This design comes from an exercise in tuning for small area on the open sky130 flow, not from production work.
No functional check of the RTL was part of this run.
No activity file was given, so power comes from the tool's default toggle rates.

**flow/design.v**
```verilog
module VGADisplay(pixel_clock, reset, start, a1, a2, a3, a4, a5, a6, a7, a8, a9, VGA_R, VGA_G, VGA_B, VGA_HS, VGA_VS);
	input pixel_clock;
	input reset;
	input start;
	input [1:0] a1, a2, a3, a4, a5, a6, a7, a8, a9;
	output [3:0] VGA_R;
	output [3:0] VGA_G;
	output [3:0] VGA_B;
	output VGA_HS;
	output VGA_VS;
	reg [9:0] hc;
	reg [9:0] vc;
	reg [1:0] col;
	reg [1:0] col_next;
	wire h_end = (hc == 10'd799);
	wire v_end = (vc == 10'd524);
	always @(posedge pixel_clock or negedge reset) begin
		if (~reset) begin
			hc <= 10'h3ff;
			vc <= 10'h3ff;
			col <= 2'b00;
		end else begin
			hc <= h_end ? 10'd0 : hc + 10'd1;
			if (h_end) vc <= v_end ? 10'd0 : vc + 10'd1;
			col <= col_next;
		end
	end
	assign VGA_HS = (hc >= 10'd95) && (hc != 10'h3ff);
	assign VGA_VS = (vc != 10'd0) && (vc != 10'h3ff);
	wire xact = (hc >= 10'd155) && (hc <= 10'd794);
	wire yact = (vc >= 10'd34) && (vc <= 10'd513);
	wire bc0 = (hc >= 10'd315) && (hc <= 10'd415);
	wire bc1 = (hc >= 10'd425) && (hc <= 10'd525);
	wire bc2 = (hc >= 10'd535) && (hc <= 10'd635);
	wire br0 = (vc >= 10'd114) && (vc <= 10'd214);
	wire br1 = (vc >= 10'd224) && (vc <= 10'd324);
	wire br2 = (vc >= 10'd334) && (vc <= 10'd434);
	wire sc0 = (hc >= 10'd245) && (hc <= 10'd345);
	wire sc1 = (hc >= 10'd365) && (hc <= 10'd465);
	wire sc2 = (hc >= 10'd485) && (hc <= 10'd585);
	wire sc3 = (hc >= 10'd605) && (hc <= 10'd705);
	wire in_sq = (hc >= 10'd316) && (hc <= 10'd634) && (vc >= 10'd115) && (vc <= 10'd433);
	reg [6:0] cx;
	always @(*) begin
		if (start) cx = bc0 ? 7'd109 : bc1 ? 7'd91 : 7'd73;             
		else cx = sc0 ? 7'd39 : sc1 ? 7'd31 : sc2 ? 7'd23 : 7'd15;      
	end
	wire [6:0] cy = br0 ? 7'd36 : br1 ? 7'd18 : 7'd0;                     
	wire [6:0] tx = hc[6:0] - cx;
	wire [6:0] ty = vc[6:0] - cy;
	wire [5:0] ax = tx[6] ? -tx[5:0] : tx[5:0];
	wire [5:0] ay = ty[6] ? -ty[5:0] : ty[5:0];
	reg [5:0] olo, ohi;
	always @(*) begin
		case (ay)
			6'd0: begin olo = 6'd35; ohi = 6'd45; end
			6'd1: begin olo = 6'd35; ohi = 6'd44; end
			6'd2: begin olo = 6'd35; ohi = 6'd44; end
			6'd3: begin olo = 6'd35; ohi = 6'd44; end
			6'd4: begin olo = 6'd35; ohi = 6'd44; end
			6'd5: begin olo = 6'd35; ohi = 6'd44; end
			6'd6: begin olo = 6'd35; ohi = 6'd44; end
			6'd7: begin olo = 6'd35; ohi = 6'd44; end
			6'd8: begin olo = 6'd35; ohi = 6'd44; end
			6'd9: begin olo = 6'd34; ohi = 6'd44; end
			6'd10: begin olo = 6'd34; ohi = 6'd43; end
			6'd11: begin olo = 6'd34; ohi = 6'd43; end
			6'd12: begin olo = 6'd33; ohi = 6'd43; end
			6'd13: begin olo = 6'd33; ohi = 6'd43; end
			6'd14: begin olo = 6'd33; ohi = 6'd42; end
			6'd15: begin olo = 6'd32; ohi = 6'd42; end
			6'd16: begin olo = 6'd32; ohi = 6'd42; end
			6'd17: begin olo = 6'd31; ohi = 6'd41; end
			6'd18: begin olo = 6'd31; ohi = 6'd41; end
			6'd19: begin olo = 6'd30; ohi = 6'd40; end
			6'd20: begin olo = 6'd29; ohi = 6'd40; end
			6'd21: begin olo = 6'd28; ohi = 6'd39; end
			6'd22: begin olo = 6'd28; ohi = 6'd39; end
			6'd23: begin olo = 6'd27; ohi = 6'd38; end
			6'd24: begin olo = 6'd26; ohi = 6'd38; end
			6'd25: begin olo = 6'd25; ohi = 6'd37; end
			6'd26: begin olo = 6'd24; ohi = 6'd36; end
			6'd27: begin olo = 6'd23; ohi = 6'd36; end
			6'd28: begin olo = 6'd21; ohi = 6'd35; end
			6'd29: begin olo = 6'd20; ohi = 6'd34; end
			6'd30: begin olo = 6'd19; ohi = 6'd33; end
			6'd31: begin olo = 6'd17; ohi = 6'd32; end
			6'd32: begin olo = 6'd15; ohi = 6'd31; end
			6'd33: begin olo = 6'd12; ohi = 6'd30; end
			6'd34: begin olo = 6'd9; ohi = 6'd29; end
			6'd35: begin olo = 6'd0; ohi = 6'd28; end
			6'd36: begin olo = 6'd0; ohi = 6'd27; end
			6'd37: begin olo = 6'd0; ohi = 6'd25; end
			6'd38: begin olo = 6'd0; ohi = 6'd24; end
			6'd39: begin olo = 6'd0; ohi = 6'd22; end
			6'd40: begin olo = 6'd0; ohi = 6'd20; end
			6'd41: begin olo = 6'd0; ohi = 6'd18; end
			6'd42: begin olo = 6'd0; ohi = 6'd16; end
			6'd43: begin olo = 6'd0; ohi = 6'd13; end
			6'd44: begin olo = 6'd0; ohi = 6'd9; end
			6'd45: begin olo = 6'd0; ohi = 6'd0; end
			6'd46: begin olo = 6'd63; ohi = 6'd0; end
			6'd47: begin olo = 6'd63; ohi = 6'd0; end
			6'd48: begin olo = 6'd63; ohi = 6'd0; end
			6'd49: begin olo = 6'd63; ohi = 6'd0; end
			6'd50: begin olo = 6'd63; ohi = 6'd0; end
			6'd51: begin olo = 6'd63; ohi = 6'd0; end
			6'd52: begin olo = 6'd63; ohi = 6'd0; end
			6'd53: begin olo = 6'd63; ohi = 6'd0; end
			6'd54: begin olo = 6'd63; ohi = 6'd0; end
			6'd55: begin olo = 6'd63; ohi = 6'd0; end
			6'd56: begin olo = 6'd63; ohi = 6'd0; end
			6'd57: begin olo = 6'd63; ohi = 6'd0; end
			6'd58: begin olo = 6'd63; ohi = 6'd0; end
			6'd59: begin olo = 6'd63; ohi = 6'd0; end
			6'd60: begin olo = 6'd63; ohi = 6'd0; end
			6'd61: begin olo = 6'd63; ohi = 6'd0; end
			6'd62: begin olo = 6'd63; ohi = 6'd0; end
			6'd63: begin olo = 6'd63; ohi = 6'd0; end
		endcase
	end
	wire is_o = (ax >= olo) && (ax <= ohi);
	wire [6:0] dab = {1'b0, ax} - {1'b0, ay};
	wire [6:0] sab = {1'b0, ax} + {1'b0, ay};
	wire is_x = ((dab[6] ? -dab : dab) <= 7'd6) && (sab <= 7'd79);
	reg [1:0] cv;
	always @(*) begin
		case ({br0, br1, br2, bc0, bc1, bc2})
			6'b100100: cv = a1;
			6'b100010: cv = a2;
			6'b100001: cv = a3;
			6'b010100: cv = a4;
			6'b010010: cv = a5;
			6'b010001: cv = a6;
			6'b001100: cv = a7;
			6'b001010: cv = a8;
			6'b001001: cv = a9;
			default: cv = 2'd0;
		endcase
	end
	wire in_cell = (bc0 | bc1 | bc2) & (br0 | br1 | br2);
	wire s_in = (sc0 | sc1 | sc2 | sc3) & br1;
	always @(*) begin
		col_next = 2'b00;
		if (xact && yact) begin
			if (start) begin
				if (in_cell) begin
					if (cv == 2'd1 && is_o) col_next = 2'b01;
					else if (cv == 2'd2 && is_x) col_next = 2'b10;
				end else if (in_sq) col_next = 2'b11;
			end else if (s_in) begin
				if ((sc0 | sc2) && is_o) col_next = 2'b01;
				else if ((sc1 | sc3) && is_x) col_next = 2'b10;
			end
		end
	end
	wire c_o = col[0] & ~col[1];
	assign VGA_R = {col[0], col[0], 1'b0, c_o};
	assign VGA_G = {col[1], col[1] | col[0], 1'b0, c_o};
	assign VGA_B = {col[1] | col[0], col[1] | col[0], 1'b0, c_o};
endmodule
```
**flow/run.sh**
```bash
#!/bin/bash
# synth_recipe.tcl (not shown) runs the flow's synth.tcl, then flattens the netlist and writes it again
# the make line also repeats each setting of config.mk as NAME=value (left out here)
make -C /OpenROAD-flow-scripts/flow DESIGN_CONFIG=/design/flow/config.mk WORK_HOME=/design/flow/orfs CLKGATE_MAP_FILE= SYNTH_SCRIPT=/design/flow/synth_recipe.tcl finish
```
**flow/config.mk**
```make
export PLATFORM = sky130hd
export DESIGN_NAME = VGADisplay
export DESIGN_NICKNAME = VGADisplay
export VERILOG_FILES = /design/flow/design.v
export SDC_FILE = /design/flow/constraint.sdc
export NUM_CORES = 4
export LEC_CHECK = 0
export CAP_MARGIN = 20
export CORE_MARGIN = 2
export CORE_UTILIZATION = 40
export SLEW_MARGIN = 20
```
**flow/constraint.sdc**
```tcl
create_clock -name core_clock -period 15.0 [get_ports {pixel_clock}]
set_input_delay 3.0000 -clock core_clock [delete_from_list [all_inputs] [get_ports {pixel_clock}]]
set_output_delay 3.0000 -clock core_clock [all_outputs]
set_load 0.01 [all_outputs]
```
==> flow_summary.toml <==
[cts]
clk_latency_ps = 270
cts.sinks = 22
post_cts_buffers = 0
cts.reportedPaths.clkPinSlew_ps = 90
cts_made_buffers = 3
cts_root_buffer = "clkbuf_8"
hold_buffers = 0
clk_path_buf_depth = 2
htreeDepth = 1
ctsResizeCount = 0
cts_tree = "yes"

[drt]
wl_mm = 11.50
vias = 4196
drc = 0
route.detailed.wl_per_inst_um = 16.33
antenna_left = 0
dr.pass1.iters = 4
routed_via_density = 5.960
drtIter0Drc = 222

[layout]
seq_area_um2 = 575.6
drive_above_1_share_pct = 11.17
layout.cells.non_filler = 704
multiInputGateArea_um2 = 3506
diodes = 0
fill_cells = 1108
area_delta_synth_final_pct = 7.293
nets = 638

[critical_path]
cp-start-kind = "primary input"
crit_fanout = 11
crit_type = "primary input to flop"
endpoint_kind = "flop"
arrival_ps = 7440
required_ps = 15210

[sta]
timing.final.crit_share_pct = 48.18
worst_pin_slew_ps = 1105
fmax_mhz = 138.4
rsz0062_at_grt = "false"
finalHoldViolations = 0
period_needed_ps = 7228
fin_tns_setup_ps = 0
setup_viol_count_final = 0
finClkSkew_ps = 9.885
slew_headroom_pct = 25.87
slew_viol_final = 0

[synth]
synth_common_cells = "ha_1 (48), nor2_1 (42), a21oi_1 (36)"
yosys_warnings = 1
synth.most_common_cell = "ha_1"
netlist_instances = 565
synth-edff-count = 0
ys.flop_type = "dfstp_2"
ys_types = 91
synthArstFlopShare_pct = 100.0
synth_area_um2 = 4461
avgSynthCellArea_um2 = 7.895
synth_top_area_share_pct = 13.46
synth.area.top_cells = "ha_1 (13%), dfstp_2 (12%), xnor2_1 (5.5%)"
yosysSeqAreaShare_pct = 12.90
synth-seq-cells = 22
yosys.area.top_type = "ha_1"

[place]
dp_hpwl_mm = 8.744
dp.cells = 700
portBuffers = 31
place_congestion = 0.9071

[global_routing]
grt_max_degree = 29
antenna_found_initial = 0
grt.overflow.total = 0
grt_pass1_vias = 4029
grt_usage_pct = 19.90
grt_pass1_wl_mm = 19.64

[power_and_ir_drop]
ir_worst_vdd_mv = 0.02446
powerDensity_nw_per_um2 = 28.69
leakage_nw = 1.815

[die]
initial_utilization_pct = 41.15
core_um2 = 10840
die_h_um = 109.6
ios = 35
rows = 38
die_x_um = 109.6
design.die.area_um2 = 12010

[job]
max-cap-violations = 0

[status]
status = "timing/DRC/antenna clean"

[hold_path]
hp-class = "flop to flop"
==> logic make-up (layout without fill, tap and decap cells) <==
family,count (synthesis),after routing,share of synthesized area (%)
muxes,4,4,0.8977
other,1,3,0.08407
AOI/OAI and AO/OA,172,172,28.67
DFF,22,22,12.90
and+or+nand+nor,192,192,23.20
buffers and inverters,77,74,8.808
adders and majority gates,52,52,15.26
xor gates and xnor gates,45,45,10.18
==> layer usage <==
metal | GRT usage, % | vias to the layer above | share of wire, %
li1 | - | 2071 | -
met3 | 1.008 | 22 | 4.0
met1 | 27.45 | 1978 | 46
met5 | 0 | - | 0
met4 | 4.973 | 0 | 2.0
met2 | 33.99 | 125 | 48
==> layout by cell type, fill, tap and decap left out, types with 5 or more instances in the layout <==
cell              n
nand2_1          28
dfstp_2          20
nand4_1           7
clkdlybuf4s50_1  31
nand3_1          22
xor2_1           12
xnor2_1          28
a211o_1           5
and2_1            5
and3_1            7
nor3_1           21
nor2_1           42
or3_1             6
ha_1             48
buf_4             6
o211ai_1          5
nor3b_1           7
a21oi_1          36
a21o_1            6
inv_1            28
o21ai_0          21
a31oi_1          13
nor2b_1          10
nand2b_1         10
a211oi_1          6
nor4_1            5
o21bai_1         10
==> worst max-delay path, stage by stage <==
cell,delay (ps)
clkdlybuf4s50_1,580
nor2b_1,260
fa_1,410
a21o_1,180
a21oi_1,240
o21bai_1,90
a21oi_1,180
xnor2_1,150
nor2_1,200
xor2_1,430
ha_1,370
o21bai_1,150
a21oi_1,110
xnor2_1,170
or2_2,310
a211o_1,290
mux2i_1,130
a41o_1,180
==> power by group <==
part	internal, mW	switching [mW]	total (mW)
clock network	0.0190	0.0202	0.0391
logic	0.0182	0.0204	0.0386
registers	0.0596	0	0.0596
total	0.0967	0.0406	0.137
==> final cells by class <==
type                    instances  share of cell area [%]
multi-input cells             468                   73.25
flip-flops and latches         22                   12.03
repair buffers                 37                   7.425
clock buffers                   4                  0.9412
inverters                      33                   2.693
well taps                     140                   3.660
==> worst paths after layout <==
check / slack (ps) / cells after the start / endpoint / from
max: 7770 / 18 / col[1]$_DFF_PN0_ / start
min: 570 / 2 / vc[5]$_DFFE_PN1N_ / vc[4]$_DFFE_PN1N_
max reg2reg: 8210 / 25 / col[0]$_DFF_PN0_ / vc[0]$_DFFE_PN1N_
min reg2reg: 570 / 2 / vc[5]$_DFFE_PN1N_ / vc[4]$_DFFE_PN1N_
max in group asynchronous: 11630 / 2 / vc[2]$_DFFE_PN1N_ / reset
min in group asynchronous: 3080 / 2 / col[0]$_DFF_PN0_ / reset
==> metrics by stage <==
| stage | power [mW] | setup slack, ps | area, µm² | hold WS (ps) | util, % |
|---|---|---|---|---|---|
| global route | 0.1478 | 7324 | 4786 | 598.1 | 44.15 |
| finish | 0.1373 | 7772 | 4786 | 568.2 | 44.15 |
| detailed placement | 0.09894 | 7481 | 4741 | 556.5 | 43.73 |
| CTS | 0.1394 | 7753 | 4786 | 571.2 | 44.15 |
| floorplan | 0.08706 | 8368 | 4468 | 550.2 | - |
| global placement | 0.09813 | 7603 | 4741 | 559.9 | 43.73 |
==> state kept, by name, summed over array words and instances (netlist names) <==
register / count
col: 2
hc: 10
vc: 10

[re-timing with driven ports]
The flow's constraints put no driver on any port. The routed layout listed below was extracted and timed again, unchanged, in two steps. Step 1 sets driving cells, clkbuf_16 on the clock port and buf_2 on the other inputs (assumed; they add their load-dependent delay and slew). Step 2 also shifts input and output timing later by t, the mid clock arrival at the registers, as if the neighbouring blocks saw the same clock. a / b / c = no drivers / after step 1 / after step 2; a / b = the first two.
t, ns: 0.290
slack for setup (ns): 7.772 / 7.778 / 7.488
clock arrival spread, ns: 0.010 / 0.010
pins driven straight from the clock port: 1
After both steps setup and hold are still met in this run. The setup slack of this run moves by +0.006 ns with the drivers and by -0.284 ns with both steps.
